Background: an optimization exercise with open tools, aiming at small area and a short achievable clock period. Do not read the settings as production practice. Only simulation tests tie the RTL to the original design; equivalence was not proved.

[flow/standard.sh]
#!/bin/bash
# synth_recipe.tcl (not shown) runs the flow's synth.tcl, then flattens the netlist and writes it again
# the make line also repeats each setting of config.mk as NAME=value (left out here)
make -C /OpenROAD-flow-scripts/flow DESIGN_CONFIG=/design/flow/config.mk WORK_HOME=/design/flow/orfs CLKGATE_MAP_FILE= SYNTH_SCRIPT=/design/flow/synth_recipe.tcl "${@:-finish}"
[flow/design.v]
`timescale 1ns / 1ps
module cadd #(parameter W = 24) (
  input [W-1:0] a,
  input [W-1:0] b,
  input m,
  input ci,
  output [W-1:0] s,
  output co
);
  wire [W:0] c;
  wire [W-1:0] bb = b ^ {W{m}};
  assign c[0] = ci;
  genvar k;
  generate for (k = 0; k < W; k = k + 1) begin : g
    assign s[k] = a[k] ^ bb[k] ^ c[k];
    assign c[k+1] = (a[k] & bb[k]) | (c[k] & (a[k] ^ bb[k]));
  end endgenerate
  assign co = c[W];
endmodule
`timescale 1ns / 1ps
module demapper #(
  parameter MAX_BITS = 5
)(
  input clk,
  input rst,                    
  input enable,                 
  input [15:0] x_real,
  input [15:0] x_imag,
  input [3:0]  coding_rate,
  output reg [MAX_BITS-1:0] bits,
  output reg valid_out
);
  reg [15:0] xr_q, xi_q;
  reg [3:0] cr_q;
  always @(posedge clk) begin
    xr_q <= x_real;
    xi_q <= x_imag;
    cr_q <= coding_rate;
  end
  reg [7:0] vp;
  always @(posedge clk) begin
    if (rst) begin
      vp <= 8'd0;
      valid_out <= 1'b0;
    end else begin
      vp <= {vp[6:0], enable};
      valid_out <= vp[7];
    end
  end
  wire [15:0] ax, ay;
  cadd #(.W(16)) u_ax (.a(16'd0), .b(xr_q), .m(xr_q[15]), .ci(xr_q[15]), .s(ax), .co());
  cadd #(.W(16)) u_ay (.a(16'd0), .b(xi_q), .m(xi_q[15]), .ci(xi_q[15]), .s(ay), .co());
  wire big = (|ax[15:8]) | (|ay[15:8]);
  wire xgt = ax[7:0] > ay[7:0];
  wire [7:0] mx = xgt ? ax[7:0] : ay[7:0];
  wire [7:0] mn = xgt ? ay[7:0] : ax[7:0];
  wire [9:0] mag = mx + (mn >> 2) + (mn >> 3) + (mn >> 4) - (mn >> 6) - (mn >> 7);
  reg [9:0] t1, t2;
  always @(*) begin
    case (cr_q)
      4'd3: begin t1 = 10'd57; t2 = 10'd175; end
      4'd4: begin t1 = 10'd59; t2 = 10'd176; end
      4'd5: begin t1 = 10'd62; t2 = 10'd178; end
      4'd6: begin t1 = 10'd63; t2 = 10'd179; end
      default: begin t1 = 10'd54; t2 = 10'd173; end
    endcase
  end
  wire ri_0 = ~big & (mag < t1);           
  wire rm_0 = ~big & ~ri_0 & (mag < t2);   
  wire qx_0 = xr_q[15];
  wire [23:0] x_0 = {ax, 8'd0};
  wire [23:0] y_0 = {xi_q, 8'd0};
  wire s_0 = y_0[23];
  wire [15:0] y1_0; wire y1_0_co;
  wire m0 = ~(s_0 ^ qx_0);
  cadd #(.W(16)) u_y1_0 (.a(y_0[23:8]), .b(xr_q[15:0]), .m(m0), .ci(m0), .s(y1_0), .co(y1_0_co));
  wire [15:0] x1_0; wire x1_0_co;
  cadd #(.W(16)) u_x1_0 (.a(x_0[23:8]), .b({y_0[23:8]}), .m(s_0), .ci(s_0), .s(x1_0), .co(x1_0_co));
  wire [23:0] y_1 = {y1_0, 8'd0};
  wire [23:0] x_1 = {x1_0, 8'd0};
  wire s_1 = y_1[23];
  wire [16:0] y2_0; wire y2_0_co;
  cadd #(.W(17)) u_y2_0 (.a(y_1[23:7]), .b({x_1[23], x_1[23:8]}), .m(~s_1), .ci(~s_1), .s(y2_0), .co(y2_0_co));
  wire [16:0] x2_0; wire x2_0_co;
  cadd #(.W(17)) u_x2_0 (.a(x_1[23:7]), .b({y_1[23], y_1[23:8]}), .m(s_1), .ci(s_1), .s(x2_0), .co(x2_0_co));
  wire [23:0] y_2 = {y2_0, 7'd0};
  wire [23:0] x_2 = {x2_0, 7'd0};
  wire s_2 = y_2[23];
  wire [13:0] y3_0; wire y3_0_co;
  cadd #(.W(14)) u_y3_0 (.a(y_2[18:5]), .b({x_2[20:7]}), .m(~s_2), .ci(~s_2), .s(y3_0), .co(y3_0_co));
  wire [13:0] x3_0; wire x3_0_co;
  cadd #(.W(14)) u_x3_0 (.a(x_2[18:5]), .b({y_2[20:7]}), .m(s_2), .ci(s_2), .s(x3_0), .co(x3_0_co));
  reg [13:0] yl_c2;
  always @(posedge clk) yl_c2 <= y3_0[13:0];
  reg [13:0] xl_c2;
  always @(posedge clk) xl_c2 <= x3_0[13:0];
  reg [0:0] cy_c2;
  always @(posedge clk) cy_c2 <= y3_0_co;
  reg [0:0] cx_c2;
  always @(posedge clk) cx_c2 <= x3_0_co;
  reg [4:0] yh_c2;
  always @(posedge clk) yh_c2 <= y_2[23:19];
  reg [4:0] xh_c2;
  always @(posedge clk) xh_c2 <= x_2[23:19];
  wire [23:0] xi_c2 = {xh_c2, 19'd0};
  wire [23:0] yi_c2 = {yh_c2, 19'd0};
  reg [0:0] s_c2;
  always @(posedge clk) s_c2 <= s_2;
  reg qx_c2;
  always @(posedge clk) qx_c2 <= qx_0;
  reg ri_c2;
  always @(posedge clk) ri_c2 <= ri_0;
  reg rm_c2;
  always @(posedge clk) rm_c2 <= rm_0;
  reg [2:0] d_c2;
  always @(posedge clk) d_c2 <= {~s_2, ~s_1, ~s_0};
  wire [4:0] y3_1; wire y3_1_co;
  cadd #(.W(5)) u_y3_1 (.a(yi_c2[23:19]), .b({{2{xi_c2[23]}}, xi_c2[23:21]}), .m(~s_c2[0]), .ci(cy_c2[0]), .s(y3_1), .co(y3_1_co));
  wire [4:0] x3_1; wire x3_1_co;
  cadd #(.W(5)) u_x3_1 (.a(xi_c2[23:19]), .b({{2{yi_c2[23]}}, yi_c2[23:21]}), .m(s_c2[0]), .ci(cx_c2[0]), .s(x3_1), .co(x3_1_co));
  wire [23:0] y_3 = {y3_1, yl_c2, 5'd0};
  wire [23:0] x_3 = {x3_1, xl_c2, 5'd0};
  wire s_3 = y_3[23];
  wire [21:0] y4_0; wire y4_0_co;
  cadd #(.W(22)) u_y4_0 (.a(y_3[23:2]), .b({{3{x_3[23]}}, x_3[23:5]}), .m(~s_3), .ci(~s_3), .s(y4_0), .co(y4_0_co));
  wire [21:0] x4_0; wire x4_0_co;
  cadd #(.W(22)) u_x4_0 (.a(x_3[23:2]), .b({{3{y_3[23]}}, y_3[23:5]}), .m(s_3), .ci(s_3), .s(x4_0), .co(x4_0_co));
  wire [23:0] y_4 = {y4_0, 2'd0};
  wire [23:0] x_4 = {x4_0, 2'd0};
  wire s_4 = y_4[23];
  wire [12:0] y5_0; wire y5_0_co;
  cadd #(.W(13)) u_y5_0 (.a(y_4[12:0]), .b({x_4[16:4]}), .m(~s_4), .ci(~s_4), .s(y5_0), .co(y5_0_co));
  wire [12:0] x5_0; wire x5_0_co;
  cadd #(.W(13)) u_x5_0 (.a(x_4[12:0]), .b({y_4[16:4]}), .m(s_4), .ci(s_4), .s(x5_0), .co(x5_0_co));
  reg [12:0] yl_c4;
  always @(posedge clk) yl_c4 <= y5_0[12:0];
  reg [12:0] xl_c4;
  always @(posedge clk) xl_c4 <= x5_0[12:0];
  reg [0:0] cy_c4;
  always @(posedge clk) cy_c4 <= y5_0_co;
  reg [0:0] cx_c4;
  always @(posedge clk) cx_c4 <= x5_0_co;
  reg [10:0] yh_c4;
  always @(posedge clk) yh_c4 <= y_4[23:13];
  reg [10:0] xh_c4;
  always @(posedge clk) xh_c4 <= x_4[23:13];
  wire [23:0] xi_c4 = {xh_c4, 13'd0};
  wire [23:0] yi_c4 = {yh_c4, 13'd0};
  reg [0:0] s_c4;
  always @(posedge clk) s_c4 <= s_4;
  reg qx_c4;
  always @(posedge clk) qx_c4 <= qx_c2;
  reg ri_c4;
  always @(posedge clk) ri_c4 <= ri_c2;
  reg rm_c4;
  always @(posedge clk) rm_c4 <= rm_c2;
  reg [4:0] d_c4;
  always @(posedge clk) d_c4 <= {~s_4, ~s_3, ~s_c2[0], d_c2[1], d_c2[0]};
  wire [10:0] y5_1; wire y5_1_co;
  cadd #(.W(11)) u_y5_1 (.a(yi_c4[23:13]), .b({{4{xi_c4[23]}}, xi_c4[23:17]}), .m(~s_c4[0]), .ci(cy_c4[0]), .s(y5_1), .co(y5_1_co));
  wire [10:0] x5_1; wire x5_1_co;
  cadd #(.W(11)) u_x5_1 (.a(xi_c4[23:13]), .b({{4{yi_c4[23]}}, yi_c4[23:17]}), .m(s_c4[0]), .ci(cx_c4[0]), .s(x5_1), .co(x5_1_co));
  wire [23:0] y_5 = {y5_1, yl_c4};
  wire [23:0] x_5 = {x5_1, xl_c4};
  wire s_5 = y_5[23];
  wire [23:0] y6_0; wire y6_0_co;
  cadd #(.W(24)) u_y6_0 (.a(y_5[23:0]), .b({{5{x_5[23]}}, x_5[23:5]}), .m(~s_5), .ci(~s_5), .s(y6_0), .co(y6_0_co));
  wire [23:0] x6_0; wire x6_0_co;
  cadd #(.W(24)) u_x6_0 (.a(x_5[23:0]), .b({{5{y_5[23]}}, y_5[23:5]}), .m(s_5), .ci(s_5), .s(x6_0), .co(x6_0_co));
  wire [23:0] y_6 = {y6_0};
  wire [23:0] x_6 = {x6_0};
  wire s_6 = y_6[23];
  wire [5:0] y7_0; wire y7_0_co;
  cadd #(.W(6)) u_y7_0 (.a(y_6[5:0]), .b({x_6[11:6]}), .m(~s_6), .ci(~s_6), .s(y7_0), .co(y7_0_co));
  wire [5:0] x7_0; wire x7_0_co;
  cadd #(.W(6)) u_x7_0 (.a(x_6[5:0]), .b({y_6[11:6]}), .m(s_6), .ci(s_6), .s(x7_0), .co(x7_0_co));
  reg [5:0] yl_c6;
  always @(posedge clk) yl_c6 <= y7_0[5:0];
  reg [5:0] xl_c6;
  always @(posedge clk) xl_c6 <= x7_0[5:0];
  reg [0:0] cy_c6;
  always @(posedge clk) cy_c6 <= y7_0_co;
  reg [0:0] cx_c6;
  always @(posedge clk) cx_c6 <= x7_0_co;
  reg [17:0] yh_c6;
  always @(posedge clk) yh_c6 <= y_6[23:6];
  reg [17:0] xh_c6;
  always @(posedge clk) xh_c6 <= x_6[23:6];
  wire [23:0] xi_c6 = {xh_c6, 6'd0};
  wire [23:0] yi_c6 = {yh_c6, 6'd0};
  reg [0:0] s_c6;
  always @(posedge clk) s_c6 <= s_6;
  reg qx_c6;
  always @(posedge clk) qx_c6 <= qx_c4;
  reg ri_c6;
  always @(posedge clk) ri_c6 <= ri_c4;
  reg rm_c6;
  always @(posedge clk) rm_c6 <= rm_c4;
  reg [6:0] d_c6;
  always @(posedge clk) d_c6 <= {~s_6, ~s_5, ~s_c4[0], d_c4[3], d_c4[2], d_c4[1], d_c4[0]};
  wire [17:0] y7_1; wire y7_1_co;
  cadd #(.W(18)) u_y7_1 (.a(yi_c6[23:6]), .b({{6{xi_c6[23]}}, xi_c6[23:12]}), .m(~s_c6[0]), .ci(cy_c6[0]), .s(y7_1), .co(y7_1_co));
  wire [17:0] x7_1; wire x7_1_co;
  cadd #(.W(18)) u_x7_1 (.a(xi_c6[23:6]), .b({{6{yi_c6[23]}}, yi_c6[23:12]}), .m(s_c6[0]), .ci(cx_c6[0]), .s(x7_1), .co(x7_1_co));
  wire [23:0] y_7 = {y7_1, yl_c6};
  wire [23:0] x_7 = {x7_1, xl_c6};
  wire s_7 = y_7[23];
  wire [23:0] y8_0; wire y8_0_co;
  cadd #(.W(24)) u_y8_0 (.a(y_7[23:0]), .b({{7{x_7[23]}}, x_7[23:7]}), .m(~s_7), .ci(~s_7), .s(y8_0), .co(y8_0_co));
  wire [23:0] x8_0; wire x8_0_co;
  cadd #(.W(24)) u_x8_0 (.a(x_7[23:0]), .b({{7{y_7[23]}}, y_7[23:7]}), .m(s_7), .ci(s_7), .s(x8_0), .co(x8_0_co));
  reg [23:0] yl_c7;
  always @(posedge clk) yl_c7 <= y8_0[23:0];
  reg [23:0] xl_c7;
  always @(posedge clk) xl_c7 <= x8_0[23:0];
  reg [0:0] s_c7;
  always @(posedge clk) s_c7 <= s_7;
  reg qx_c7;
  always @(posedge clk) qx_c7 <= qx_c6;
  reg ri_c7;
  always @(posedge clk) ri_c7 <= ri_c6;
  reg rm_c7;
  always @(posedge clk) rm_c7 <= rm_c6;
  reg [7:0] d_c7;
  always @(posedge clk) d_c7 <= {~s_7, ~s_c6[0], d_c6[5], d_c6[4], d_c6[3], d_c6[2], d_c6[1], d_c6[0]};
  wire [23:0] y_8 = {yl_c7};
  wire [23:0] x_8 = {xl_c7};
  wire s_8 = y_8[23];
  wire [23:0] y9_0; wire y9_0_co;
  cadd #(.W(24)) u_y9_0 (.a(y_8[23:0]), .b({{8{x_8[23]}}, x_8[23:8]}), .m(~s_8), .ci(~s_8), .s(y9_0), .co(y9_0_co));
  wire [23:0] x9_0; wire x9_0_co;
  cadd #(.W(24)) u_x9_0 (.a(x_8[23:0]), .b({{8{y_8[23]}}, y_8[23:8]}), .m(s_8), .ci(s_8), .s(x9_0), .co(x9_0_co));
  wire [23:0] y_9 = {y9_0};
  wire [23:0] x_9 = {x9_0};
  wire s_9 = y_9[23];
  wire [14:0] y10_0; wire y10_0_co;
  cadd #(.W(15)) u_y10_0 (.a(y_9[14:0]), .b({x_9[23:9]}), .m(~s_9), .ci(~s_9), .s(y10_0), .co(y10_0_co));
  wire [14:0] x10_0; wire x10_0_co;
  cadd #(.W(15)) u_x10_0 (.a(x_9[14:0]), .b({y_9[23:9]}), .m(s_9), .ci(s_9), .s(x10_0), .co(x10_0_co));
  reg [14:0] yl_c9;
  always @(posedge clk) yl_c9 <= y10_0[14:0];
  reg [14:0] xl_c9;
  always @(posedge clk) xl_c9 <= x10_0[14:0];
  reg [0:0] cy_c9;
  always @(posedge clk) cy_c9 <= y10_0_co;
  reg [0:0] cx_c9;
  always @(posedge clk) cx_c9 <= x10_0_co;
  reg [8:0] yh_c9;
  always @(posedge clk) yh_c9 <= y_9[23:15];
  reg [8:0] xh_c9;
  always @(posedge clk) xh_c9 <= x_9[23:15];
  wire [23:0] xi_c9 = {xh_c9, 15'd0};
  wire [23:0] yi_c9 = {yh_c9, 15'd0};
  reg [0:0] s_c9;
  always @(posedge clk) s_c9 <= s_9;
  reg qx_c9;
  always @(posedge clk) qx_c9 <= qx_c7;
  reg ri_c9;
  always @(posedge clk) ri_c9 <= ri_c7;
  reg rm_c9;
  always @(posedge clk) rm_c9 <= rm_c7;
  reg [9:0] d_c9;
  always @(posedge clk) d_c9 <= {~s_9, ~s_8, ~s_c7[0], d_c7[6], d_c7[5], d_c7[4], d_c7[3], d_c7[2], d_c7[1], d_c7[0]};
  wire [8:0] y10_1; wire y10_1_co;
  cadd #(.W(9)) u_y10_1 (.a(yi_c9[23:15]), .b({{9{xi_c9[23]}}}), .m(~s_c9[0]), .ci(cy_c9[0]), .s(y10_1), .co(y10_1_co));
  wire [8:0] x10_1; wire x10_1_co;
  cadd #(.W(9)) u_x10_1 (.a(xi_c9[23:15]), .b({{9{yi_c9[23]}}}), .m(s_c9[0]), .ci(cx_c9[0]), .s(x10_1), .co(x10_1_co));
  wire [23:0] y_10 = {y10_1, yl_c9};
  wire [23:0] x_10 = {x10_1, xl_c9};
  wire s_10 = y_10[23];
  wire [23:0] y11_0; wire y11_0_co;
  cadd #(.W(24)) u_y11_0 (.a(y_10[23:0]), .b({{10{x_10[23]}}, x_10[23:10]}), .m(~s_10), .ci(~s_10), .s(y11_0), .co(y11_0_co));
  wire [23:0] x11_0; wire x11_0_co;
  cadd #(.W(24)) u_x11_0 (.a(x_10[23:0]), .b({{10{y_10[23]}}, y_10[23:10]}), .m(s_10), .ci(s_10), .s(x11_0), .co(x11_0_co));
  wire [23:0] y_11 = {y11_0};
  wire [23:0] x_11 = {x11_0};
  wire s_11 = y_11[23];
  wire [9:0] y12_0; wire y12_0_co;
  cadd #(.W(10)) u_y12_0 (.a(y_11[9:0]), .b({x_11[20:11]}), .m(~s_11), .ci(~s_11), .s(y12_0), .co(y12_0_co));
  wire [9:0] x12_0; wire x12_0_co;
  cadd #(.W(10)) u_x12_0 (.a(x_11[9:0]), .b({y_11[20:11]}), .m(s_11), .ci(s_11), .s(x12_0), .co(x12_0_co));
  reg [9:0] yl_c11;
  always @(posedge clk) yl_c11 <= y12_0[9:0];
  reg [9:0] xl_c11;
  always @(posedge clk) xl_c11 <= x12_0[9:0];
  reg [0:0] cy_c11;
  always @(posedge clk) cy_c11 <= y12_0_co;
  reg [0:0] cx_c11;
  always @(posedge clk) cx_c11 <= x12_0_co;
  reg [13:0] yh_c11;
  always @(posedge clk) yh_c11 <= y_11[23:10];
  reg [13:0] xh_c11;
  always @(posedge clk) xh_c11 <= x_11[23:10];
  wire [23:0] xi_c11 = {xh_c11, 10'd0};
  wire [23:0] yi_c11 = {yh_c11, 10'd0};
  reg [0:0] s_c11;
  always @(posedge clk) s_c11 <= s_11;
  reg qx_c11;
  always @(posedge clk) qx_c11 <= qx_c9;
  reg ri_c11;
  always @(posedge clk) ri_c11 <= ri_c9;
  reg rm_c11;
  always @(posedge clk) rm_c11 <= rm_c9;
  reg [11:0] d_c11;
  always @(posedge clk) d_c11 <= {~s_11, ~s_10, ~s_c9[0], d_c9[8], d_c9[7], d_c9[6], d_c9[5], d_c9[4], d_c9[3], d_c9[2], d_c9[1], d_c9[0]};
  wire [13:0] y12_1; wire y12_1_co;
  cadd #(.W(14)) u_y12_1 (.a(yi_c11[23:10]), .b({{11{xi_c11[23]}}, xi_c11[23:21]}), .m(~s_c11[0]), .ci(cy_c11[0]), .s(y12_1), .co(y12_1_co));
  wire [13:0] x12_1; wire x12_1_co;
  cadd #(.W(14)) u_x12_1 (.a(xi_c11[23:10]), .b({{11{yi_c11[23]}}, yi_c11[23:21]}), .m(s_c11[0]), .ci(cx_c11[0]), .s(x12_1), .co(x12_1_co));
  wire [23:0] y_12 = {y12_1, yl_c11};
  wire [23:0] x_12 = {x12_1, xl_c11};
  wire s_12 = y_12[23];
  wire [23:0] y13_0; wire y13_0_co;
  cadd #(.W(24)) u_y13_0 (.a(y_12[23:0]), .b({{12{x_12[23]}}, x_12[23:12]}), .m(~s_12), .ci(~s_12), .s(y13_0), .co(y13_0_co));
  wire [23:0] x13_0; wire x13_0_co;
  cadd #(.W(24)) u_x13_0 (.a(x_12[23:0]), .b({{12{y_12[23]}}, y_12[23:12]}), .m(s_12), .ci(s_12), .s(x13_0), .co(x13_0_co));
  wire [23:0] y_13 = {y13_0};
  wire [23:0] x_13 = {x13_0};
  wire s_13 = y_13[23];
  wire [6:0] y14_0; wire y14_0_co;
  cadd #(.W(7)) u_y14_0 (.a(y_13[6:0]), .b({x_13[19:13]}), .m(~s_13), .ci(~s_13), .s(y14_0), .co(y14_0_co));
  wire [6:0] x14_0; wire x14_0_co;
  cadd #(.W(7)) u_x14_0 (.a(x_13[6:0]), .b({y_13[19:13]}), .m(s_13), .ci(s_13), .s(x14_0), .co(x14_0_co));
  reg [6:0] yl_c13;
  always @(posedge clk) yl_c13 <= y14_0[6:0];
  reg [0:0] cy_c13;
  always @(posedge clk) cy_c13 <= y14_0_co;
  reg [0:0] cx_c13;
  always @(posedge clk) cx_c13 <= x14_0_co;
  reg [16:0] yh_c13;
  always @(posedge clk) yh_c13 <= y_13[23:7];
  reg [16:0] xh_c13;
  always @(posedge clk) xh_c13 <= x_13[23:7];
  wire [23:0] xi_c13 = {xh_c13, 7'd0};
  wire [23:0] yi_c13 = {yh_c13, 7'd0};
  reg [0:0] s_c13;
  always @(posedge clk) s_c13 <= s_13;
  reg qx_c13;
  always @(posedge clk) qx_c13 <= qx_c11;
  reg ri_c13;
  always @(posedge clk) ri_c13 <= ri_c11;
  reg rm_c13;
  always @(posedge clk) rm_c13 <= rm_c11;
  reg [13:0] d_c13;
  always @(posedge clk) d_c13 <= {~s_13, ~s_12, ~s_c11[0], d_c11[10], d_c11[9], d_c11[8], d_c11[7], d_c11[6], d_c11[5], d_c11[4], d_c11[3], d_c11[2], d_c11[1], d_c11[0]};
  wire [16:0] y14_1; wire y14_1_co;
  cadd #(.W(17)) u_y14_1 (.a(yi_c13[23:7]), .b({{13{xi_c13[23]}}, xi_c13[23:20]}), .m(~s_c13[0]), .ci(cy_c13[0]), .s(y14_1), .co(y14_1_co));
  wire [16:0] x14_1; wire x14_1_co;
  cadd #(.W(17)) u_x14_1 (.a(xi_c13[23:7]), .b({{13{yi_c13[23]}}, yi_c13[23:20]}), .m(s_c13[0]), .ci(cx_c13[0]), .s(x14_1), .co(x14_1_co));
  wire [23:0] y_14 = {y14_1, yl_c13};
  wire [23:0] x_14 = {x14_1, 7'd0};
  wire s_14 = y_14[23];
  wire [23:0] y15_0; wire y15_0_co;
  cadd #(.W(24)) u_y15_0 (.a(y_14[23:0]), .b({{14{x_14[23]}}, x_14[23:14]}), .m(~s_14), .ci(~s_14), .s(y15_0), .co(y15_0_co));
  wire [23:0] y_15 = {y15_0};
  wire s_15 = y_15[23];
  wire [15:0] dv = {~s_15, ~s_14, ~s_c13[0], d_c13[12], d_c13[11], d_c13[10], d_c13[9], d_c13[8], d_c13[7], d_c13[6], d_c13[5], d_c13[4], d_c13[3], d_c13[2], d_c13[1], d_c13[0]};
  reg [19:0] rom;
  always @(*) begin
    case (dv[5:0])
      6'd0: rom = 20'hE41B9;
      6'd1: rom = 20'hFD3D9;
      6'd2: rom = 20'hF2F1D;
      6'd3: rom = 20'h0C13D;
      6'd4: rom = 20'hEBF27;
      6'd5: rom = 20'h05147;
      6'd6: rom = 20'hFAC8B;
      6'd7: rom = 20'h13EAB;
      6'd8: rom = 20'hE8165;
      6'd9: rom = 20'h01385;
      6'd10: rom = 20'hF6EC9;
      6'd11: rom = 20'h100E9;
      6'd12: rom = 20'hEFED3;
      6'd13: rom = 20'h090F3;
      6'd14: rom = 20'hFEC37;
      6'd15: rom = 20'h17E57;
      6'd16: rom = 20'hE61AF;
      6'd17: rom = 20'hFF3CF;
      6'd18: rom = 20'hF4F13;
      6'd19: rom = 20'h0E133;
      6'd20: rom = 20'hEDF1D;
      6'd21: rom = 20'h0713D;
      6'd22: rom = 20'hFCC81;
      6'd23: rom = 20'h15EA1;
      6'd24: rom = 20'hEA15B;
      6'd25: rom = 20'h0337B;
      6'd26: rom = 20'hF8EBF;
      6'd27: rom = 20'h120DF;
      6'd28: rom = 20'hF1EC9;
      6'd29: rom = 20'h0B0E9;
      6'd30: rom = 20'h00C2D;
      6'd31: rom = 20'h19E4D;
      6'd32: rom = 20'hE51B7;
      6'd33: rom = 20'hFE3D7;
      6'd34: rom = 20'hF3F1B;
      6'd35: rom = 20'h0D13B;
      6'd36: rom = 20'hECF25;
      6'd37: rom = 20'h06145;
      6'd38: rom = 20'hFBC89;
      6'd39: rom = 20'h14EA9;
      6'd40: rom = 20'hE9163;
      6'd41: rom = 20'h02383;
      6'd42: rom = 20'hF7EC7;
      6'd43: rom = 20'h110E7;
      6'd44: rom = 20'hF0ED1;
      6'd45: rom = 20'h0A0F1;
      6'd46: rom = 20'hFFC35;
      6'd47: rom = 20'h18E55;
      6'd48: rom = 20'hE71AD;
      6'd49: rom = 20'h003CD;
      6'd50: rom = 20'hF5F11;
      6'd51: rom = 20'h0F131;
      6'd52: rom = 20'hEEF1B;
      6'd53: rom = 20'h0813B;
      6'd54: rom = 20'hFDC7F;
      6'd55: rom = 20'h16E9F;
      6'd56: rom = 20'hEB159;
      6'd57: rom = 20'h04379;
      6'd58: rom = 20'hF9EBD;
      6'd59: rom = 20'h130DD;
      6'd60: rom = 20'hF2EC7;
      6'd61: rom = 20'h0C0E7;
      6'd62: rom = 20'h01C2B;
      6'd63: rom = 20'h1AE4B;
    endcase
  end
  wire [17:0] ang_h;
  cadd #(.W(18)) u_ang (.a(rom[19:2]), .b({8'd0, dv[6], dv[7], dv[8], dv[9], dv[10], dv[11], dv[12], dv[13], dv[14], dv[15]}),
                        .m(1'b0), .ci(1'b0), .s(ang_h), .co());
  wire [19:0] ang = {ang_h, rom[1:0]};
  localparam [19:0] PI = 20'h3243F;
  wire qn = qx_c13;
  wire [19:0] qk = qn ? PI : (dv[0] ? 20'd0 : PI + PI);
  wire [19:0] angq;
  cadd #(.W(20)) u_q (.a(qk), .b(ang), .m(qn), .ci(qn), .s(angq), .co());
  wire [11:0] a12 = angq[19:8];
  reg [4:0] lab;
  always @(*) begin
    if (ri_c13) begin
      if (a12 < 12'd402) lab = 5'b10001;
      else if (a12 < 12'd804) lab = 5'b10101;
      else if (a12 < 12'd1206) lab = 5'b10111;
      else lab = 5'b10011;
    end else if (rm_c13) begin
      if (a12 < 12'd134) lab = 5'b10000;
      else if (a12 < 12'd268) lab = 5'b00000;
      else if (a12 < 12'd402) lab = 5'b00001;
      else if (a12 < 12'd536) lab = 5'b00101;
      else if (a12 < 12'd670) lab = 5'b00100;
      else if (a12 < 12'd804) lab = 5'b10100;
      else if (a12 < 12'd938) lab = 5'b10110;
      else if (a12 < 12'd1072) lab = 5'b00110;
      else if (a12 < 12'd1206) lab = 5'b00111;
      else if (a12 < 12'd1340) lab = 5'b00011;
      else if (a12 < 12'd1474) lab = 5'b00010;
      else if (a12 < 12'd1608) lab = 5'b10010;
      else lab = 5'b10000;
    end else begin
      if (a12 < 12'd50) lab = 5'b11000;
      else if (a12 < 12'd151) lab = 5'b01000;
      else if (a12 < 12'd251) lab = 5'b11001;
      else if (a12 < 12'd352) lab = 5'b01001;
      else if (a12 < 12'd452) lab = 5'b01101;
      else if (a12 < 12'd553) lab = 5'b11101;
      else if (a12 < 12'd653) lab = 5'b01100;
      else if (a12 < 12'd754) lab = 5'b11100;
      else if (a12 < 12'd854) lab = 5'b11110;
      else if (a12 < 12'd955) lab = 5'b01110;
      else if (a12 < 12'd1055) lab = 5'b11111;
      else if (a12 < 12'd1156) lab = 5'b01111;
      else if (a12 < 12'd1256) lab = 5'b01011;
      else if (a12 < 12'd1357) lab = 5'b11011;
      else if (a12 < 12'd1457) lab = 5'b01010;
      else if (a12 < 12'd1558) lab = 5'b11010;
      else if (a12 < 12'd1658) lab = 5'b11000;
      else lab = 5'b01000;
    end
  end
  always @(posedge clk) bits <= lab;
endmodule
[flow/config.mk]
export PLATFORM = sky130hd
export DESIGN_NAME = demapper
export DESIGN_NICKNAME = demapper
export VERILOG_FILES = /design/flow/design.v
export SDC_FILE = /design/flow/constraint.sdc
export NUM_CORES = 4
export LEC_CHECK = 0
export CAP_MARGIN = 20
export CORE_MARGIN = 2
export CORE_UTILIZATION = 40
export CTS_BUF_LIST = sky130_fd_sc_hd__clkbuf_8
export CTS_CLUSTER_DIAMETER = 60
export CTS_CLUSTER_SIZE = 18
export SLEW_MARGIN = 20
[flow/constraint.sdc]
create_clock -name core_clock -period 85.0 [get_ports {clk}]
set_input_delay 17.0000 -clock core_clock [delete_from_list [all_inputs] [get_ports {clk}]]
set_output_delay 17.0000 -clock core_clock [all_outputs]
set_load 0.01 [all_outputs]
[flow/flow/run.sh]
#!/bin/bash
set -uo pipefail
ARGS="BUFFER_PORTS_ARGS=-buffer_cell sky130_fd_sc_hd__buf_2"
R=orfs/results/${FLOW_PLATFORM:-sky130hd}/demapper/base
bash standard.sh "$ARGS" synth > standard_synth.log 2>&1 || exit 1
cp $R/1_2_yosys.v netlist_standard.v
if python3 flow/fapol.py netlist_standard.v netlist_fapol.v > fapol.log 2>&1; then
  # rename the instances of the new netlist so that only nets are paired by name
  sed -E 's/^(  sky130_fd_sc_hd__\w+ )(\\?)([^ ]+)( +\()/\1\2p\3\4/' netlist_fapol.v > netlist_fapol_check.v
  LIB=$FLOW_HOME/platforms/sky130hd/lib/sky130_fd_sc_hd__tt_025C_1v80.lib
  YOSYS=$(command -v yosys || echo $FLOW_HOME/../tools/install/yosys/bin/yosys)
  cat > equiv.ys <<EOT
read_liberty -ignore_miss_func $LIB
read_verilog netlist_standard.v
rename $FLOW_TOP gold
read_verilog netlist_fapol_check.v
rename $FLOW_TOP gate
flatten
opt_clean
equiv_make gold gate eq
hierarchy -top eq
equiv_simple -seq 1
equiv_induct
equiv_status -assert
EOT
  if timeout 900 $YOSYS -s equiv.ys > equiv.log 2>&1; then
    echo "fapol netlist proven equivalent; using it" >> fapol.log
    cp netlist_fapol.v $R/1_2_yosys.v
    touch $R/1_2_yosys.v
  else
    echo "fapol netlist not proven; keeping the standard netlist" >> fapol.log
  fi
fi
bash standard.sh "$ARGS" finish > standard_finish.log 2>&1 || exit 1
[flow/flow/fapol.py]
#!/usr/bin/env python3
"""Remove inverters around full adders in a gate-level netlist.

A full adder is self-dual: FA(~a, ~b, ~c) = (~cout, ~sum). Yosys's extract_fa often
builds adders whose inputs or outputs pass through inverters. This pass flips the
polarity of an adder whenever that removes more inverters than it adds, then removes
double inversions and inverters that drive nothing. Only combinational cells change;
flip-flops and ports are untouched.

usage: fapol.py IN.v OUT.v
"""
import re, sys, collections

INV = 'sky130_fd_sc_hd__inv_1'
FMAX = 3   # never leave a full adder output or other driver with more loads than this
FA_IN = ('A', 'B', 'CIN')
FA_OUT = ('COUT', 'SUM')
OUTPINS = {'X', 'Y', 'Q', 'Q_N', 'COUT', 'SUM', 'HI', 'LO'}

src = open(sys.argv[1]).read()
m = re.search(r'^module\s+(\w+)\s*\((.*?)\);', src, re.S | re.M)
head_end = None
# split the module into the declaration part and the instance part
inst_re = re.compile(r'^\s*(sky130_fd_sc_hd__\w+)\s+(\S+)\s*\((.*?)\);\s*$', re.S | re.M)
insts = []
first = None
for mm in inst_re.finditer(src):
    if first is None: first = mm.start()
    pins = {}
    for p, n in re.findall(r'\.(\w+)\(([^()]*)\)', mm.group(3)):
        pins[p] = n.strip()
    insts.append([mm.group(1), mm.group(2), pins])
last = list(inst_re.finditer(src))[-1].end()
pre = src[:first]
post = src[last:]
if re.search(r'^\s*assign\s', src[first:last], re.M):
    sys.exit('assign statements among the cells: not handled')

ports = set()
for d in re.findall(r'^\s*(?:input|output)\s+(?:\[[^\]]*\]\s*)?(.*?);', pre, re.M):
    for n in d.split(','):
        ports.add(n.strip())
def is_port(net):
    base = net.split('[')[0].strip()
    return base in ports or net in ports

alive = [True] * len(insts)
def build():
    drv = {}; loads = collections.defaultdict(list)
    for k, (t, nm, pins) in enumerate(insts):
        if not alive[k]: continue
        for p, n in pins.items():
            if p in OUTPINS: drv[n] = (k, p)
            else: loads[n].append((k, p))
    return drv, loads

newid = [0]
def newnet():
    newid[0] += 1
    return '_fapol_n%d_' % newid[0]
def newinv(a):
    newid[0] += 1
    y = '_fapol_n%d_' % newid[0]
    insts.append([INV, '_fapol_i%d_' % newid[0], {'A': a, 'Y': y}])
    alive.append(True)
    return y

def is_inv(k):
    return insts[k][0].startswith('sky130_fd_sc_hd__inv_') or insts[k][0].startswith('sky130_fd_sc_hd__clkinv_')

def flip_cost(k, drv, loads):
    t, nm, pins = insts[k]
    cost = 0
    seen = set()
    for p in FA_IN:
        n = pins[p]
        if n in seen: continue
        seen.add(n)
        d = drv.get(n)
        if d and is_inv(d[0]):
            # the inverter goes away if this adder is its only user
            if all(l[0] == k for l in loads[n]) and not is_port(n): cost -= 1
        else:
            if not any(is_inv(l[0]) for l in loads[n]): cost += 1
    for p in FA_OUT:
        o = pins[p]
        ls = loads.get(o, [])
        invl = [l for l in ls if is_inv(l[0])]
        other = [l for l in ls if not is_inv(l[0])]
        cost -= len(invl)
        if other or is_port(o): cost += 1
        fo = sum(len(loads.get(insts[j][2]['Y'], [])) for (j, q) in invl) + (1 if (other or is_port(o)) else 0)
        if fo > FMAX: return 99
    for p in FA_IN:
        n = pins[p]
        d = drv.get(n)
        if d and is_inv(d[0]):
            a = insts[d[0]][2]['A']
            if len(loads.get(a, [])) + 1 > FMAX and not all(l[0] == k for l in loads[n]): return 99
    return cost

def do_flip(k, drv, loads):
    t, nm, pins = insts[k]
    for p in FA_IN:
        n = pins[p]
        d = drv.get(n)
        if d and is_inv(d[0]):
            pins[p] = insts[d[0]][2]['A']
        else:
            il = [l for l in loads[n] if is_inv(l[0])]
            if il: pins[p] = insts[il[0][0]][2]['Y']
            else: pins[p] = newinv(n)
    for p in FA_OUT:
        o = pins[p]
        ls = loads.get(o, [])
        no = newnet()
        pins[p] = no
        for (j, q) in ls:
            if is_inv(j):
                # loads of that inverter now take the new output directly
                y = insts[j][2]['Y']
                alive[j] = False
                insts[j][2]['Y'] = y
                rename(y, no)
        others = [l for l in ls if not is_inv(l[0])]
        if others or is_port(o):
            # keep net o with its true value: o = ~no
            insts.append([INV, '_fapol_i%d_' % (newid[0] + 1), {'A': no, 'Y': o}])
            newid[0] += 1
            alive.append(True)

def rename(old, new):
    # every load of net old is moved to net new; old is not a port here
    if is_port(old):
        # keep the port net: drive it with a buffer-free inverter pair is wasteful;
        # instead rename the new net to the port (nets are names only)
        raise RuntimeError('port net rename')
    for k, (t, nm, pins) in enumerate(insts):
        if not alive[k]: continue
        for p, n in pins.items():
            if n == old and p not in OUTPINS: pins[p] = new

def cleanup():
    changed = True
    while changed:
        changed = False
        drv, loads = build()
        for k, (t, nm, pins) in enumerate(insts):
            if not alive[k] or not is_inv(k): continue
            y = pins['Y']
            if not loads.get(y) and not is_port(y):
                alive[k] = False; changed = True; continue
            d = drv.get(pins['A'])
            if d and is_inv(d[0]) and not is_port(y):
                # double inversion: loads of y take the first inverter's input
                a0 = insts[d[0]][2]['A']
                for (j, q) in loads[y]: insts[j][2][q] = a0
                alive[k] = False; changed = True
        if changed: continue

XOR = {'sky130_fd_sc_hd__xor2_1': ('sky130_fd_sc_hd__xnor2_1', 'X', 'Y'),
       'sky130_fd_sc_hd__xnor2_1': ('sky130_fd_sc_hd__xor2_1', 'Y', 'X')}
def swap_xor(j):
    t, nm, pins = insts[j]
    nt, op, np_ = XOR[t]
    pins[np_] = pins.pop(op)
    insts[j][0] = nt

def absorb():
    # fold inverters into xor2/xnor2 gates: xnor(a,b) = ~xor(a,b) = xor(~a,b)
    n = 0
    drv, loads = build()
    for k in range(len(insts)):
        if not alive[k] or not is_inv(k): continue
        a = insts[k][2]['A']; y = insts[k][2]['Y']
        if is_port(y) or is_port(a): continue
        d = drv.get(a)
        if d and insts[d[0]][0] in XOR and len(loads[a]) == 1:
            j = d[0]
            swap_xor(j)
            outp = 'X' if insts[j][0].endswith('xor2_1') else 'Y'
            insts[j][2][outp] = y
            alive[k] = False
            n += 1
            drv, loads = build()
            continue
        ls = loads.get(y, [])
        if ls and all(insts[j][0] in XOR for (j, q) in ls) and len(set(j for j, q in ls)) == len(ls) \
           and len(loads.get(a, [])) - 1 + len(ls) <= FMAX:
            for (j, q) in ls:
                insts[j][2][q] = a
                swap_xor(j)
            alive[k] = False
            n += 1
            drv, loads = build()
    return n

before = sum(1 for k in range(len(insts)) if alive[k] and is_inv(k))
for rnd in range(6):
    nflip = 0
    drv, loads = build()
    fas = [k for k in range(len(insts)) if alive[k] and insts[k][0].startswith('sky130_fd_sc_hd__fa_')]
    for k in fas:
        c = flip_cost(k, drv, loads)
        if c < 0:
            try:
                do_flip(k, drv, loads)
            except RuntimeError:
                continue
            nflip += 1
            cleanup()
            drv, loads = build()
    na = absorb()
    cleanup()
    if nflip == 0 and na == 0: break
cleanup()
after = sum(1 for k in range(len(insts)) if alive[k] and is_inv(k))
sys.stderr.write('fapol: inverters %d -> %d\n' % (before, after))

# declare new nets
newnets = set()
for k, (t, nm, pins) in enumerate(insts):
    if not alive[k]: continue
    for n in pins.values():
        if n.startswith('_fapol_n'): newnets.add(n)
decl = ''.join('  wire %s;\n' % n for n in sorted(newnets))
body = []
for k, (t, nm, pins) in enumerate(insts):
    if not alive[k]: continue
    body.append('  %s %s (\n%s\n  );\n' % (t, nm, ',\n'.join('    .%s(%s)' % (p, n + ' ' if n.startswith('\\') else n) for p, n in pins.items())))
open(sys.argv[2], 'w').write(pre + decl + ''.join(body) + post)
==> summary.md, run 1 <==
| Metric | Value |
|---|---|
| Synth top area share | 32.10% |
| Most frequent cells after synthesis | fa_1, dfxtp_1, inv_1 |
| Cells after synthesis | 2583 |
| Antenna Cells | 0 |
| Largest net degree at the start of global routing | 39 |
| Die W | 280.9 um |
| GRT Overall Usage | 14.41% |
| IO buf count | 44 |
| Post-CTS Setup Bufs | 0 |
| Vias per cell | 4.441 |
| Ys flop type | dfxtp_1 |
| Min Hold Slack | 0.3291 ns |
| Hold Crit Depth | 0 |
| Final period util | 21.28% |
| RePlAce Congestion | 0.8323 |
| CTS root buf | clkbuf_8 |
| Worst slew pin tran | 1.152 ns |
| Initial antenna violation count | 0 |
| Max-slew headroom | 22.49% |
| Sequential-to-total area share from yosys stat | 30.41% |
| Initial DRC Count | 759 |
| IO Pins | 45 |
| Hold Fails Final Rpt | 0 |
| Worst-skew pair later-pin latency | 0.68 ns |
| Starting density of the core | 40.39% |
| CTS Buf Count | 42 |
| Number of synthesized flops with an enable pin | 0 |
| CTS clk-pin slew, worst paths | 0.10 ns |
| Antenna violation net count after detailed routing | 0 |
| Number of global-route vias before repair | 18.34k |
| R2r endpoint | bits[4] |
| Die area | 0.07893 mm2 |
| Yosys warning count | 1 |
| Min-delay src | rm_c11 |
| Biggest area consumer among synthesized cells | fa_1 |
| FF-to-FF Start | s_c13 |
| CP peak stage delay | 0.32 ns |
| Flops & latches, synth | 466 |
| Post-CTS Hold Buffers | 0 |
| First-pass GRT wire length | 91840 um |
| Reg2reg setup slack | 67.26 ns |
| Synthesized area | 0.03068 mm2 |
| Most frequent cell after synthesis | fa_1 |
| Detailed Route WL | 53880 um |
| Post-CTS sizing | 0 |
| GR Overflow Total | 0 |
| Area grow syn2layout | 7.949% |
| Crit path required time | 68.00 ns |
| CTS tree | yes |
| Max Transition Viols Final | 0 |
| Syn Nets | 3333 |
| Setup CP Type | flop to primary output |
| Longest Clk Path Bufs | 3 |
| Ys async rst share | 0% |
| Clock sink count | 466 |
| H-Tree Level Count | 2 |
| Slowest-stage cell, CP | dfxtp_1 |
| Post-detailed-route DRC marker count | 0 |
| Fmax | 55.29 MHz |
| CP cell instances | buf_2 |
| Hold Path End | rm_c13 |
| Num rows | 101 |
| Detailed-route via count | 16.35k |
| CP bufs+invs | 1 |
| R2r worst-path depth | 57 |
| Chip height | 280.9 um |
| HPWL Detailed | 46060 um |
| Syn avg cell area | 11.88 um2 |
| Fin crit period | 18.09 ns |
| Routed len/inst | 14.64 um |
| Drt first pass iters | 6 |
| CP endpoint kind | primary output |
| Setup TNS | 0 ns |
| Library cells used by synthesis | 65 |
| Worst Hold Class | flop to flop |
| Final Skew | 0.06894 ns |
| CP top delay family | flip-flops |
| Status | finished clean |
| Total core area | 0.07595 mm2 |
| Final setup fails | 0 |
| Synth area leaders | fa_1, dfxtp_1, xnor2_1 |
| Startpoint Class | flop |
| CP Max Fanout | 1 |
| Share of cells above drive strength 1 | 6.375% |
| Max-Cap Viols | 0 |
| Layout Nets | 3371 |
| RSZ-0062 raised after global routing | no |
| Crit path DAT | 1.09 ns |
-- sequential cells by signal, summed over array words and instances (netlist names), 16 cells and up --
signal,count
yh_c6,17
yl_c7,24
xi_q,16
yh_c13,16
xh_c13,17
xl_c7,24
xh_c6,18
rom,16
xr_q,16
-- worst max path at each step --
stage	start	end	cells after the start
finish	bits[0]	bits[0]	1
global route	s_c13	bits[4]	57
CTS	bits[4]	bits[4]	1
detailed placement	s_c13	bits[4]	57
global placement	bits[4]	bits[4]	1
floorplan	bits[0]	bits[0]	0
-- cell families after synthesis --
| kind of cell | count (synthesis) | synth area share [%] |
|---|---|---|
| AO/OA/AOI/OAI | 194 | 4.082 |
| XOR/XNOR | 513 | 14.79 |
| adder cells (fa/ha/maj) | 711 | 41.04 |
| buffers and inverters | 496 | 6.199 |
| flip-flops | 466 | 30.41 |
| multiplexers | 17 | 0.5791 |
| AND/OR/NAND/NOR | 186 | 2.904 |
-- per-stage QoR --
stage                     cells  util, %  area (um2)  setup slack, ns
after CTS                  3681    43.57       33090            66.83
final                      3681    43.61       33120            66.91
after global placement     3607    42.33       32150            67.60
after floorplan            2583        -       30680            67.67
after global routing       3681    43.61       33120            66.24
after detailed placement   3607    42.33       32150            67.31
-- routing by layer --
| layer | share of wire [%] | GRT usage, % | wire length (um) | vias to the layer above |
|---|---|---|---|---|
| met1 | 44 | 18.35 | 23520 | 8093 |
| met5 | 0 | 0 | 0 | - |
| met4 | 2.2 | 3.784 | 1193 | 0 |
| li1 | - | - | - | 7969 |
| met3 | 2.4 | 1.854 | 1299 | 88 |
| met2 | 52 | 25.72 | 27870 | 198 |
-- placed cells by master, fill, tap and decap left out, drive strengths merged, types with 3 or more instances in the layout --
cell type  instances
xor2             196
nor2b             19
a21o              13
o2111ai            5
buf               66
nand3             13
nand2             50
mux2               6
a31oi              6
o211ai             8
nor4               7
and2               3
nand4              4
a2111oi            5
inv              437
mux2i             11
o21a               5
ha               219
o21bai             4
dfxtp            466
a41oi              3
a21boi             4
and3               3
o21ai             53
nor2              53
nor3              15
clkinv            11
o22ai              3
fa               492
nand2b            10
a311oi             4
o311ai             4
xnor2            316
o31ai              5
a211oi             8
clkbuf            47
a21oi             53
-- worst reg2reg max path: cells and delay by family, from the launching register on --
| family | cells | cell delay (ns) |
|---|---|---|
| simple gates | 1 | 0.20 |
| flops | 1 | 0.62 |
| fa+ha+maj | 33 | 11.84 |
| xor+xnor | 5 | 1.57 |
| mux | 2 | 0.47 |
| buf+inv | 8 | 0.46 |
| compound gates | 8 | 2.44 |
-- area by class of cell --
| type | count | area [um2] |
|---|---|---|
| Clock buffer | 47 | 646.9 |
| Tap cell | 1030 | 1289 |
| Fill cell | 7080 | 42830 |
| Timing Repair Buffer | 66 | 385.4 |
| Inverter | 424 | 1592 |
| Sequential cell | 466 | 9330 |
| Multi-Input combinational cell | 1621 | 19580 |
| Clock inverter | 27 | 296.5 |
==> run 2: changes to the inputs <==
==> flow/flow/run.sh (replaced) <==
#!/bin/bash
set -uo pipefail
ARGS="BUFFER_PORTS_ARGS=-buffer_cell sky130_fd_sc_hd__buf_2"
R=orfs/results/${FLOW_PLATFORM:-sky130hd}/demapper/base
bash standard.sh "$ARGS" synth > standard_synth.log 2>&1 || exit 1
cp $R/1_2_yosys.v netlist_standard.v
if python3 flow/fapol.py netlist_standard.v netlist_fapol.v > fapol.log 2>&1; then
  KEPLER=$(command -v kepler-formal || echo $FLOW_HOME/../tools/install/kepler-formal/bin/kepler-formal)
  LIB=$FLOW_HOME/platforms/sky130hd/lib/sky130_fd_sc_hd__tt_025C_1v80.lib
  mkdir -p kepler_run
  cat > kepler.yml <<EOT
format: verilog
input_paths:
  - $PWD/netlist_standard.v
  - $PWD/netlist_fapol.v
liberty_files:
  - $LIB
log_file: $PWD/kepler_detail.log
report_json: $PWD/kepler_report.json
verilog_design1_top: $FLOW_TOP
verilog_design2_top: $FLOW_TOP
EOT
  if (cd kepler_run && timeout 600 $KEPLER --config ../kepler.yml) > kepler.log 2>&1 \
     && grep -q "No difference was found." kepler.log \
     && grep -q "Verdict: EQUIVALENT" kepler.log; then
    echo "fapol netlist proven equivalent by kepler-formal; using it" >> fapol.log
    cp netlist_fapol.v $R/1_2_yosys.v
    touch $R/1_2_yosys.v
  else
    echo "fapol netlist not proven; keeping the standard netlist" >> fapol.log
  fi
fi
bash standard.sh "$ARGS" finish > standard_finish.log 2>&1 || exit 1
--- a/flow/flow/fapol.py
+++ b/flow/flow/fapol.py
@@ -12,7 +12,7 @@
 import re, sys, collections
 
 INV = 'sky130_fd_sc_hd__inv_1'
-FMAX = 3   # never leave a full adder output or other driver with more loads than this
+FMAX = 1000   # never leave a full adder output or other driver with more loads than this
 FA_IN = ('A', 'B', 'CIN')
 FA_OUT = ('COUT', 'SUM')
 OUTPINS = {'X', 'Y', 'Q', 'Q_N', 'COUT', 'SUM', 'HI', 'LO'}
@@ -45,6 +45,7 @@
     return base in ports or net in ports
 
 alive = [True] * len(insts)
+alias = {}   # net that disappeared -> (net, inverted)
 def build():
     drv = {}; loads = collections.defaultdict(list)
     for k, (t, nm, pins) in enumerate(insts):
@@ -115,6 +116,7 @@
         ls = loads.get(o, [])
         no = newnet()
         pins[p] = no
+        alias[o] = (no, True)
         for (j, q) in ls:
             if is_inv(j):
                 # loads of that inverter now take the new output directly
@@ -122,6 +124,7 @@
                 alive[j] = False
                 insts[j][2]['Y'] = y
                 rename(y, no)
+                alias[y] = (no, False)
         others = [l for l in ls if not is_inv(l[0])]
         if others or is_port(o):
             # keep net o with its true value: o = ~no
@@ -149,12 +152,14 @@
             if not alive[k] or not is_inv(k): continue
             y = pins['Y']
             if not loads.get(y) and not is_port(y):
+                alias[y] = (pins['A'], True)
                 alive[k] = False; changed = True; continue
             d = drv.get(pins['A'])
             if d and is_inv(d[0]) and not is_port(y):
                 # double inversion: loads of y take the first inverter's input
                 a0 = insts[d[0]][2]['A']
                 for (j, q) in loads[y]: insts[j][2][q] = a0
+                alias[y] = (a0, False)
                 alive[k] = False; changed = True
         if changed: continue
 
@@ -180,6 +185,7 @@
             swap_xor(j)
             outp = 'X' if insts[j][0].endswith('xor2_1') else 'Y'
             insts[j][2][outp] = y
+            alias[a] = (y, True)
             alive[k] = False
             n += 1
             drv, loads = build()
@@ -190,6 +196,7 @@
             for (j, q) in ls:
                 insts[j][2][q] = a
                 swap_xor(j)
+            alias[y] = (a, True)
             alive[k] = False
             n += 1
             drv, loads = build()
@@ -229,3 +236,24 @@
     if not alive[k]: continue
     body.append('  %s %s (\n%s\n  );\n' % (t, nm, ',\n'.join('    .%s(%s)' % (p, n + ' ' if n.startswith('\\') else n) for p, n in pins.items())))
 open(sys.argv[2], 'w').write(pre + decl + ''.join(body) + post)
+if len(sys.argv) > 3:
+    # the same netlist plus observer cells that rebuild every net that disappeared, so
+    # that an equivalence check can pair every original net by name
+    present = set()
+    for k, (t, nm, pins) in enumerate(insts):
+        if alive[k]: present.update(pins.values())
+    obs = []; odecl = set()
+    for n in alias:
+        if n in present: continue
+        tgt, inv = alias[n]; seen = 0
+        while tgt not in present and tgt in alias and seen < 1000:
+            t2, i2 = alias[tgt]; tgt = t2; inv ^= i2; seen += 1
+        if tgt not in present: continue
+        w = n + ' ' if n.startswith('\\') else n
+        tg = tgt + ' ' if tgt.startswith('\\') else tgt
+        if inv: obs.append('  sky130_fd_sc_hd__inv_1 _fapol_o%d_ (\n    .A(%s),\n    .Y(%s)\n  );\n' % (len(obs), tg, w))
+        else: obs.append('  sky130_fd_sc_hd__buf_1 _fapol_o%d_ (\n    .A(%s),\n    .X(%s)\n  );\n' % (len(obs), tg, w))
+        if not n.startswith('\\') and '[' not in n: odecl.add(n)
+    odecl_s = ''.join('  wire %s;\n' % n for n in sorted(odecl) if ('wire %s;' % n) not in pre and ('wire %s ' % n) not in pre)
+    open(sys.argv[3], 'w').write(pre + decl + odecl_s + ''.join(body) + ''.join(obs) + post)
+    sys.stderr.write('fapol: %d observers\n' % len(obs))
==> run 2 against run 1 <==
Compared with the run above: still clean on timing, DRC and antenna; count of clock-buffer cells in the layout fell by 4; final area fell by 3.7%; synthesized area fell by 3.5%; clock skew fell by 0.042 ns; fmax fell by 6.0%; worst hold slack improved by 0.0033 ns; via count fell by 6.0%; first-iteration DRC count rose by 10%; final cell count fell by 9.8%; critical path type is now flop to flop.
==> summary.md, run 2 <==
| Metric | Value |
|---|---|
| Status | finished clean |
| Die area | 0.07622 mm2 (-3.4%) |
| Worst slew pin tran | 1.039 ns (-0.1133 ns) |
| RSZ-0062 raised after global routing | no |
| IO buf count | 44 (unchanged) |
| Drt first pass iters | 5 (-1) |
| Detailed Route WL | 53100 um (-1.5%) |
| Yosys warning count | 1 (unchanged) |
| Fmax | 51.95 MHz (-6.0%) |
| Hold Fails Final Rpt | 0 (unchanged) |
| Final setup fails | 0 (unchanged) |
| Initial DRC Count | 835 (+10%) |
| Area grow syn2layout | 7.746% |
| HPWL Detailed | 44970 um (-2.4%) |
| Starting density of the core | 40.52% (+0.12 points) |
| Post-CTS Setup Bufs | 0 (unchanged) |
| Crit path required time | 85.53 ns (+17.53 ns) |
| CTS Buf Count | 40 (-4.8%) |
| Antenna Cells | 0 (unchanged) |
| CP Max Fanout | 23 (+22) |
| Chip height | 276.1 um (-1.7%) |
| Worst Hold Class | flop to flop |
| Antenna violation net count after detailed routing | 0 (unchanged) |
| Cells after synthesis | 2298 (-11%) |
| Final instance area | 0.03190 mm2 (-3.7%) |
| Reg2reg setup slack | 65.75 ns (-1.51 ns) |
| Startpoint Class | flop |
| CP endpoint kind | flop |
| Post-CTS Hold Buffers | 0 (unchanged) |
| Synthesized area | 0.02961 mm2 (-3.5%) |
| Max-slew headroom | 30.69% (+8.2 points) |
| CTS root buf | clkbuf_8 |
| Num rows | 99 (-2.0%) |
| Most used cell, CP | fa_1 |
| Hold Path End | d_c11[3] |
| H-Tree Level Count | 2 (unchanged) |
| GR Overflow Total | 0 (unchanged) |
| Max-Cap Viols | 0 (unchanged) |
| FF-to-FF Start | s_c11 |
| Post-detailed-route DRC marker count | 0 (unchanged) |
| Longest Clk Path Bufs | 3 (unchanged) |
| Number of global-route vias before repair | 17.57k (-4.2%) |
| CP peak stage delay | 0.57 ns (+0.25 ns) |
| GRT Overall Usage | 14.55% (+0.14 points) |
| Max Transition Viols Final | 0 (unchanged) |
| Fin crit period | 19.25 ns (+1.163 ns) |
| Fillers | 6669 (-5.8%) |
| Total core area | 0.07308 mm2 (-3.8%) |
| Post-CTS sizing | 0 (unchanged) |
| Worst-skew pair later-pin latency | 0.65 ns (-0.03 ns) |
| Setup CP Type | flop to flop |
| Most frequent cells in the layout | fa_1, dfxtp_1, xnor2_1 |
| IO Pins | 45 (unchanged) |
| R2r endpoint | yl_c13[6] |
| Detailed-route via count | 15.36k (-6.0%) |
| Min Hold Slack | 0.3324 ns (+0.003295 ns) |
| Largest net degree at the start of global routing | 39 (unchanged) |
| Vias per cell | 4.623 (+4.1%) |
| Placed inst area | 0.03098 mm2 (-3.6%) |
| CTS clk-pin slew, worst paths | 0.10 ns (about the same) |
| Clock sink count | 466 (unchanged) |
| Die W | 276.1 um (-1.7%) |
| Commonest non-fill, non-tap cell in the layout | fa_1 |
| Hold Crit Depth | 0 (unchanged) |
| Initial antenna violation count | 1 (+1) |
| First-pass GRT wire length | 90130 um (-1.9%) |
| Final Skew | 0.02717 ns (-0.04176 ns) |
| RePlAce Congestion | 0.8204 (-1.4%) |
| Final period util | 22.65% (+1.4 points) |
| Share of cells above drive strength 1 | 6.983% (+0.61 points) |
| Syn Nets | 3048 (-8.6%) |
| Setup TNS | 0 ns (unchanged) |
| Syn avg cell area | 12.88 um2 (+8.5%) |
| Finished Core Util | 43.65% (+0.048 points) |
| Layout Nets | 3085 (-8.5%) |
| CTS tree | yes |
| Min-delay src | d_c9[3] |
| Crit path DAT | 19.78 ns (+18.69 ns) |
| Slowest-stage cell, CP | dfxtp_1 |
| R2r worst-path depth | 48 (-16%) |
| Regs by FF count | xl_c7: 24 flops, yl_c7: 24 flops, xh_c6: 18 flops |
| Routed len/inst | 15.98 um (+9.2%) |
-- run 2: cell count changes in the layout (fill, tap and decap cells not counted), moves of 3 or more --
cell	delta
xnor2_1	-52
clkinv_4	-4
xor2_1	+53
clkinvlp_4	+3
inv_1	-285
clkinv_2	+3
clkbuf_8	-4
-- run 2: worst max-delay path by stage --
| stage | startpoint | end | slack (ns) | cells after the start |
|---|---|---|---|---|
| floorplan | s_c11 | yl_c13[6] | 65.84 | 49 |
| CTS | s_c11 | yl_c13[6] | 65.73 | 48 |
| finish | s_c11 | yl_c13[6] | 65.75 | 48 |
| global route | s_c11 | yl_c13[6] | 65.01 | 48 |
| detailed placement | s_c11 | yl_c13[6] | 65.75 | 48 |
| global placement | s_c11 | yl_c13[6] | 66.01 | 48 |
-- run 2: final cells by class --
class / count / area, um2 / share of cell area, %
Tap cell: 959 / 1200 / 3.761
Inverter: 139 / 521.8 / 1.635
Multi-Input combinational cell: 1621 / 19560 / 61.31
Clock inverter: 27 / 309.0 / 0.9687
Clock buffer: 43 / 591.8 / 1.855
Timing Repair Buffer: 67 / 390.4 / 1.224
Sequential cell: 466 / 9330 / 29.25
-- run 2: layer usage --
| layer | routed length [um] | track usage, % |
|---|---|---|
| met5 | 0 | 0 |
| met4 | 913 | 2.774 |
| met3 | 1461 | 2.129 |
| met2 | 26210 | 25.26 |
| met1 | 24520 | 19.46 |
-- run 2: through the flow --
stage / worst slack [ns] / cells
after global routing: 65.01 / 3322
after CTS: 65.73 / 3321
after detailed placement: 65.75 / 3251
final: 65.75 / 3322
after global placement: 66.01 / 3251
after floorplan: 65.84 / 2298
-- run 2: critical path: cells and delay by family, from the launching register on --
family | cells | cell delay (ns)
buf+inv | 2 | 0.56
fa+ha+maj | 41 | 17.18
flops | 1 | 0.57
xor+xnor | 4 | 0.67
compound gates | 1 | 0.17
==> run 3: changes to the inputs <==
--- a/flow/flow/fapol.py
+++ b/flow/flow/fapol.py
@@ -12,7 +12,7 @@
 import re, sys, collections
 
 INV = 'sky130_fd_sc_hd__inv_1'
-FMAX = 1000   # never leave a full adder output or other driver with more loads than this
+FMAX = 3   # never leave a full adder output or other driver with more loads than this
 FA_IN = ('A', 'B', 'CIN')
 FA_OUT = ('COUT', 'SUM')
 OUTPINS = {'X', 'Y', 'Q', 'Q_N', 'COUT', 'SUM', 'HI', 'LO'}
==> run 3 against run 2 <==
Compared with the run above: count of clock-buffer cells in the layout increased by 1; first-iteration DRC count decreased by 26%; core utilization decreased by 0.42 points; wire length shrank 0.37%; flip-flop and latch count stayed put; setup slack better by 1.1 ns; non-clock buffer count is 3 lower; via count grew 0.67%; critical path type unchanged; critical endpoint is now bits[4]; highest routed layer unchanged.
==> summary.md, run 3 <==
| Metric | Value |
|---|---|
| Crit path DAT | 18.61 ns (-1.17 ns) |
| CTS Buf Count | 40 (unchanged) |
| Hold Crit Depth | 0 (unchanged) |
| IO Pins | 45 (unchanged) |
| Syn avg cell area | 12.70 um2 (-1.4%) |
| Post-CTS Setup Bufs | 0 (unchanged) |
| Final Skew | 0.02717 ns (-0.000006400 ns) |
| Chip height | 276.9 um (+0.30%) |
| Max-Cap Viols | 0 (unchanged) |
| Routed len/inst | 15.68 um (-1.9%) |
| Max Transition Viols Final | 0 (unchanged) |
| Final period util | 21.33% (-1.3 points) |
| First-pass GRT wire length | 90430 um (+0.34%) |
| Crit path required time | 85.48 ns (-0.05 ns) |
| Share of cells above drive strength 1 | 6.653% (-0.33 points) |
| Fmax | 55.17 MHz (+6.2%) |
| Detailed-route via count | 15.46k (+0.67%) |
| Post-CTS Hold Buffers | 0 (unchanged) |
| Worst slew pin tran | 1.165 ns (+0.1261 ns) |
| FF-to-FF Start | s_c13 |
| Min-delay src | d_c9[5] |
| CTS root buf | clkbuf_8 |
| Hold Path End | d_c11[5] |
| Slowest-stage cell, CP | a2111oi_0 |
| Yosys warning count | 1 (unchanged) |
| Starting density of the core | 40.22% (-0.30 points) |
| Setup CP Type | flop to flop |
| Layout Nets | 3130 (+1.5%) |
| Regs by FF count | xl_c7: 24 flops, yl_c7: 24 flops, xh_c6: 18 flops |
| Largest net degree at the start of global routing | 39 (unchanged) |
| Antenna violation net count after detailed routing | 0 (unchanged) |
| Most frequent cells in the layout | fa_1, dfxtp_1, xnor2_1 |
| Non-Filler Instances | 3374 (+1.6%) |
| Fin crit period | 18.13 ns (-1.123 ns) |
| CTS tree | yes |
| CP Max Fanout | 10 (-57%) |
| R2r worst-path depth | 55 (+15%) |
| Total core area | 0.07407 mm2 (+1.4%) |
| Placed inst area | 0.03115 mm2 (+0.53%) |
| Hold Fails Final Rpt | 0 (unchanged) |
| Num rows | 100 (+1.0%) |
| Commonest non-fill, non-tap cell in the layout | fa_1 |
| Cells after synthesis | 2346 (+2.1%) |
| IO buf count | 44 (unchanged) |
| CTS clk-pin slew, worst paths | 0.10 ns (about the same) |
| H-Tree Level Count | 2 (unchanged) |
| Number of global-route vias before repair | 17.64k (+0.41%) |
| GR Overflow Total | 0 (unchanged) |
| Area grow syn2layout | 7.510% |
| Initial DRC Count | 615 (-26%) |
| Worst slack, placed | 66.81 ns (+1.066 ns) |
| Status | finished clean |
| RePlAce Congestion | 0.8306 (+1.2%) |
| Antenna Cells | 0 (unchanged) |
| Clock sink count | 466 (unchanged) |
| Startpoint Class | flop |
| Final instance area | 0.03203 mm2 (+0.39%) |
| Worst Hold Class | flop to flop |
| Drt first pass iters | 5 (unchanged) |
| Post-detailed-route DRC marker count | 0 (unchanged) |
| Post-CTS sizing | 0 (unchanged) |
| Detailed Route WL | 52910 um (-0.37%) |
| Die W | 276.9 um (+0.30%) |
| Vias per cell | 4.583 (-0.88%) |
| Die area | 0.07667 mm2 (+0.60%) |
| PnR worst setup slack | 66.87 ns (+1.123 ns) |
| Initial antenna violation count | 0 (-1) |
| Finished Core Util | 43.24% (-0.42 points) |
| Setup TNS | 0 ns (unchanged) |
| Placed cell count | 3307 (+1.7%) |
| Longest Clk Path Bufs | 3 (unchanged) |
| Max-slew headroom | 21.63% (-9.1 points) |
| GRT Overall Usage | 14.49% (-0.063 points) |
| CP peak stage delay | 0.81 ns (+0.24 ns) |
| CP endpoint kind | flop |
| RSZ-0062 raised after global routing | no |
| Syn Nets | 3096 (+1.6%) |
| HPWL Detailed | 45310 um (+0.74%) |
| Synthesized area | 0.02979 mm2 (+0.61%) |
| R2r endpoint | bits[4] |
| Worst-skew pair later-pin latency | 0.64 ns (about the same) |
| Reg2reg setup slack | 66.87 ns (+1.12 ns) |
| Most used cell, CP | fa_1 |
| Final setup fails | 0 (unchanged) |
==> run 3: cell types whose count changed in the layout (fill, tap and decap cells not counted), sizes merged <==
cell | previous run | this run
buf | 67 | 64
bufinv | 3 | 2
clkbuf | 43 | 44
clkinvlp | 5 | 2
inv | 148 | 196
xnor2 | 265 | 278
xor2 | 247 | 234
==> run 3: through the flow <==
step           hold WS, ns
5_1_grt             0.3377
4_1_cts             0.3229
2_1_floorplan       0.3096
3_5_place_dp        0.3121
3_3_place_gp        0.3102
6_report            0.3277
==> run 3: final cells by class <==
type	instances	area (um2)
clock inverter	23	257.7
timing repair buffer	64	370.4
inverter	187	701.9
clock buffer	44	605.6
fill	6865	42040
sequential	466	9330
tap	969	1212
multi-input combinational	1621	19550
==> run 3: worst max path at each step <==
stage / from / to / slack [ns] / cells past startpoint
after global placement: s_c13 / bits[4] / 67.18 / 55
after floorplan: s_c4 / yl_c6[5] / 67.46 / 46
final: s_c13 / bits[4] / 66.87 / 55
after detailed placement: s_c13 / bits[4] / 66.81 / 55
after CTS: s_c13 / bits[4] / 66.77 / 55
after global routing: s_c13 / bits[4] / 65.99 / 53
==> run 3: metal layers <==
layer  share of wire (%)  global-route usage [%]
met1                  46                   19.42
met2                  49                   24.96
met3                 2.7                   1.839
met4                 2.1                   3.526
met5                   0                       0
==> run 3: worst max-delay path: cells and delay by family, from the launching register on <==
family | cells | cell delay [ns]
fa+ha+maj | 33 | 12.82
compound gates | 9 | 1.94
xor+xnor | 5 | 1.48
flops | 1 | 0.58
simple gates | 4 | 0.49
mux | 2 | 0.47
buf+inv | 2 | 0.20

afterwards: timing with drivers on the ports:
In the flow no input, the clock included, has a driving cell. The finished layouts below were timed again as built, in two steps.
Step 1 assumes that a clkbuf_16 drives the clock port and a buf_2 every other input.
Step 2 times the ports against the registers' clock, not the clock port: input delays grow and output delays shrink by t, the midpoint of the rising clock arrivals with the driver on.
Slacks: no drivers / after step 1 / after step 2; pairs: no drivers / after step 1.
run | t, ns | slack for setup (ns) | worst setup path after step 2
run 1 | 0.702 | 66.913 / 66.856 / 67.259 | register to register
run 2 | 0.682 | 65.750 / 65.750 / 65.750 | register to register
run 3 | 0.676 | 66.873 / 66.835 / 66.873 | register to register
After both steps every run listed still meets setup and hold.
